Background: an optimization exercise with open tools, aiming at small area, a short achievable clock period and few clock cycles. Do not read the settings as production practice. In this exercise RTL edits were held to simulation tests only and were not proved equivalent to the original. No activity file was given, so power comes from the tool's default toggle rates.

Setup of job 101:
==> flow/design.v <==
module calc(
    input clk,
    input rst_n,
    input [7:0] num,
    input [2:0] op,
    input start,
    output [15:0] result,
    output [15:0] display_val,
    output [2:0] led_op,
    output stop
);
localparam ADD = 3'd6;
localparam SUB = 3'd5;
localparam MUL = 3'd4;
localparam DIV = 3'd1;
localparam ENT = 3'd2;
localparam CLR = 3'd3;
reg [15:0] a, b, r;
reg [2:0]  o;           
reg        stp;         
reg        busy;        
reg        fresh;       
reg [3:0]  cnt;         
reg        algn;        
reg        fix;         
reg        sg;          
reg        bneg;        
wire ph = |o;
assign result = r;
assign display_val = a;
assign led_op = o;
assign stop = stp;
wire is_add = (o == ADD);
wire is_sub = (o == SUB);
wire is_mul = (o == MUL);
wire is_div = (o == DIV);
wire [15:0] ae = a & {16{~fresh}};    
wire div_run = busy & is_div & ~fix;
wire b_fix   = busy & is_div & fix;
wire sel_a = (~busy & (is_add | is_sub) & ~fresh) | div_run;
wire inv_a = ~busy & is_sub;
wire sel_r = (busy & is_mul) | b_fix;
wire y_en  = is_add | is_sub | (is_mul & ae[0]) | (is_div & ~b_fix);
wire y_inv = (~busy & is_div & b[15]) | (div_run & ~bneg);
wire ci    = y_inv | inv_a | (b_fix & sg);
wire [15:0] x = sel_a ? (a ^ {16{inv_a}}) : (sel_r ? r : {16{inv_a}});
wire [15:0] y = (b & {16{y_en}}) ^ {16{y_inv}};
wire [15:0] s;
wire        co;
rca #(16) u_add(.x(x), .y(y), .ci(ci), .s(s), .co(co));
wire [15:0] cur = ae;
wire [15:0] c10 = {cur[12:0], 3'd0} + {cur[14:0], 1'b0};
wire [7:0] hi1 = c10[15:8] + 8'd1;
wire [7:0] lo;
wire       c8;
cla8 u_lo(.x(c10[7:0]), .y(num), .s(lo), .co(c8));
wire [15:0] dg = {c8 ? hi1 : c10[15:8], lo};
wire [15:0] pm;         
assign pm[15] = a[15];
genvar gi;
generate
    for (gi = 14; gi >= 0; gi = gi - 1) begin : g_pm
        assign pm[gi] = pm[gi+1] | a[gi];
    end
endgenerate
wire fits = y[15] & (y[14] | ~bneg) & ~|(~y[14:0] & ~pm[15:1]) & ~&cnt;
wire req    = start & ~stp & ~busy;
wire q_dig  = req & (op == 3'd0);
wire q_clr  = req & (op == CLR);
wire q_ent  = req & (op == ENT) & ph;
wire q_opk  = req & (op == ADD || op == SUB || op == MUL || op == DIV) & ~ph;
wire mul_last = ~|ae[15:1];
wire b_mul   = busy & is_mul;
wire b_shift = div_run & algn & fits;
wire b_step  = div_run & ~(algn & fits);
wire last    = b_step & (cnt == 4'd0);
wire done    = (b_mul & mul_last) | b_fix;
wire e_mul = q_ent & is_mul;
wire e_div = q_ent & is_div;
wire e_as  = q_ent & (is_add | is_sub);
wire a_dg  = q_dig;
wire a_s   = e_div | e_as | ((e_mul | b_mul) & mul_last) | (b_step & co & ~last) | b_fix;
wire a_sh  = (e_mul | b_mul) & ~mul_last;
wire a_hld = ~(a_dg | a_s | a_sh | q_clr | last);
wire b_a   = (q_opk | e_div) & ~fresh;
wire b_shl = e_mul | b_mul | b_shift;
wire b_shr = b_step;
wire b_hld = ~(q_opk | e_div | b_shl | b_shr);
wire r_s   = e_as | e_mul | b_mul | b_fix;
wire r_sh  = b_step;
wire r_ini = e_div;
wire r_hld = ~(r_s | r_sh | r_ini | q_clr);
wire sgn = ae[15] ^ b[15];
always @(posedge clk) begin
    if (~rst_n) begin
        a <= 0; r <= 0;
    end else begin
        a <= ({16{a_dg}} & dg) | ({16{a_s}} & s) |
             ({16{a_sh}} & {1'b0, a[15:1]}) | ({16{a_hld}} & a);
        r <= ({16{r_s}} & s) | ({16{r_sh}} & {r[14:0], co ^ sg}) |
             {16{r_ini & sgn}} | ({16{r_hld}} & r);
    end
end
always @(posedge clk) begin
    b <= ({16{b_a}} & a) | ({16{b_shl}} & {b[14:0], 1'b0}) |
         ({16{b_shr}} & {bneg, b[15:1]}) | ({16{b_hld}} & b);
end
always @(posedge clk) begin
    if (~rst_n) begin
        o <= 0; stp <= 0; busy <= 0; fresh <= 0;
    end else begin
        if (stp & ~start) stp <= 0;
        if (req | done) stp <= 1;
        if ((e_mul & ~mul_last) | e_div) begin busy <= 1; stp <= 0; end
        if (done) busy <= 0;
        if (q_opk) o <= op;
        if (q_clr | e_as | (e_mul & mul_last) | done) o <= 0;
        if (q_dig) fresh <= 0;
        if (q_opk | e_as | (e_mul & mul_last) | done) fresh <= 1;
    end
end
always @(posedge clk) begin
    if (e_div) begin
        sg <= sgn; bneg <= ae[15];
        cnt <= 0; algn <= 1; fix <= 0;
    end else begin
        if (b_shift) cnt <= cnt + 4'd1;
        if (b_step) begin
            algn <= 0;
            cnt <= cnt - 4'd1;
            if (cnt == 4'd0) fix <= 1;
        end
        if (b_fix) fix <= 0;
    end
end
endmodule
module rca #(parameter W = 16) (
    input  [W-1:0] x,
    input  [W-1:0] y,
    input          ci,
    output [W-1:0] s,
    output         co
);
wire [W:0] c;
assign c[0] = ci;
assign co = c[W];
genvar i;
generate
    for (i = 0; i < W; i = i + 1) begin : g
        assign s[i] = x[i] ^ y[i] ^ c[i];
        assign c[i+1] = (x[i] & y[i]) | (c[i] & (x[i] ^ y[i]));
    end
endgenerate
endmodule
module cla8 (
    input  [7:0] x,
    input  [7:0] y,
    output [7:0] s,
    output       co
);
wire [7:0] g0 = x & y;
wire [7:0] p0 = x ^ y;
wire [7:0] g1, p1, g2, p2, g3;
assign g1[0] = g0[0];
assign p1[0] = p0[0];
genvar i;
generate
    for (i = 1; i < 8; i = i + 1) begin : l1
        assign g1[i] = g0[i] | (p0[i] & g0[i-1]);
        assign p1[i] = p0[i] & p0[i-1];
    end
    for (i = 0; i < 2; i = i + 1) begin : l2a
        assign g2[i] = g1[i];
        assign p2[i] = p1[i];
    end
    for (i = 2; i < 8; i = i + 1) begin : l2
        assign g2[i] = g1[i] | (p1[i] & g1[i-2]);
        assign p2[i] = p1[i] & p1[i-2];
    end
    for (i = 0; i < 4; i = i + 1) begin : l3a
        assign g3[i] = g2[i];
    end
    for (i = 4; i < 8; i = i + 1) begin : l3
        assign g3[i] = g2[i] | (p2[i] & g2[i-4]);
    end
endgenerate
assign s = p0 ^ {g3[6:0], 1'b0};
assign co = g3[7];
endmodule
clock: 55.0 ns
lec_check: 0
cap_margin: 20
core_margin: 2
core_utilization: 70
place_density: 0.8
slew_margin: 20
standard.sh (not shown) runs the stock make flow with config.mk's settings and CLKGATE_MAP_FILE= SYNTH_SCRIPT=/design/flow/synth_recipe.tcl, a recipe that flattens the netlist after the stock synthesis.
==> flow/flow/run.sh <==
#!/bin/bash
# Layout flow: the standard flow with small port buffers, a clock tree of
# small buffers without dummy loads, and timing repair that aims for slack
# well above zero. Each tool's output is in standard.log.
bash standard.sh \
  "BUFFER_PORTS_ARGS=-buffer_cell sky130_fd_sc_hd__buf_2" \
  "CTS_ARGS=-sink_clustering_enable -repair_clock_nets -dont_use_dummy_load -buf_list sky130_fd_sc_hd__clkbuf_8" \
  "SETUP_SLACK_MARGIN=42.5" \
  finish > standard.log 2>&1
Testbench counts of job 101, summed over its fixed seeds: cycles 28,309.
For job 102, these inputs were changed with respect to job 101:
==> flow/flow/run.sh <==
#!/bin/bash
# Layout flow: the standard flow with small port buffers and a clock
# tree of small buffers without dummy loads. Each tool's output is in standard.log.
bash standard.sh \
  "BUFFER_PORTS_ARGS=-buffer_cell sky130_fd_sc_hd__buf_2" \
  "CTS_ARGS=-sink_clustering_enable -repair_clock_nets -dont_use_dummy_load -buf_list sky130_fd_sc_hd__clkbuf_8" \
  finish > standard.log 2>&1
### Flow results
Comparing job 102 against job 101, there is no change at all in effective utilization at floorplan. Shortest period the worst path allows: job 102 > job 101. Overall power, job 101 and job 102: lower on job 102.

[port drivers added, routing unchanged]
How much do the figures lean on ideal ports? The routed layouts below were timed once more, with nothing changed but the port constraints.
Step 1, drivers: a clkbuf_16 drives clk and a buf_2 each remaining input, both assumed.
Step 2 also shifts input and output timing later by t, the mid clock arrival at the registers, as if the neighbouring blocks saw the same clock.
a / b / c = no drivers / after step 1 / after step 2; a / b = the first two.
| run | t, ns | slack for setup (ns) | latest minus earliest clock arrival (ns) | slew at the worst register clock pin (ns) |
|---|---|---|---|---|
| job 101 | 0.371 | 42.451 / 42.460 / 42.089 | 0.033 / 0.033 | 0.07 / 0.07 |
| job 102 | 0.378 | 41.846 / 41.860 / 41.482 | 0.026 / 0.026 | 0.07 / 0.07 |
After both steps every run listed still meets setup and hold. The setup slack of job 102, which loses most, moves by +0.014 ns with the drivers and by -0.364 ns with both steps.
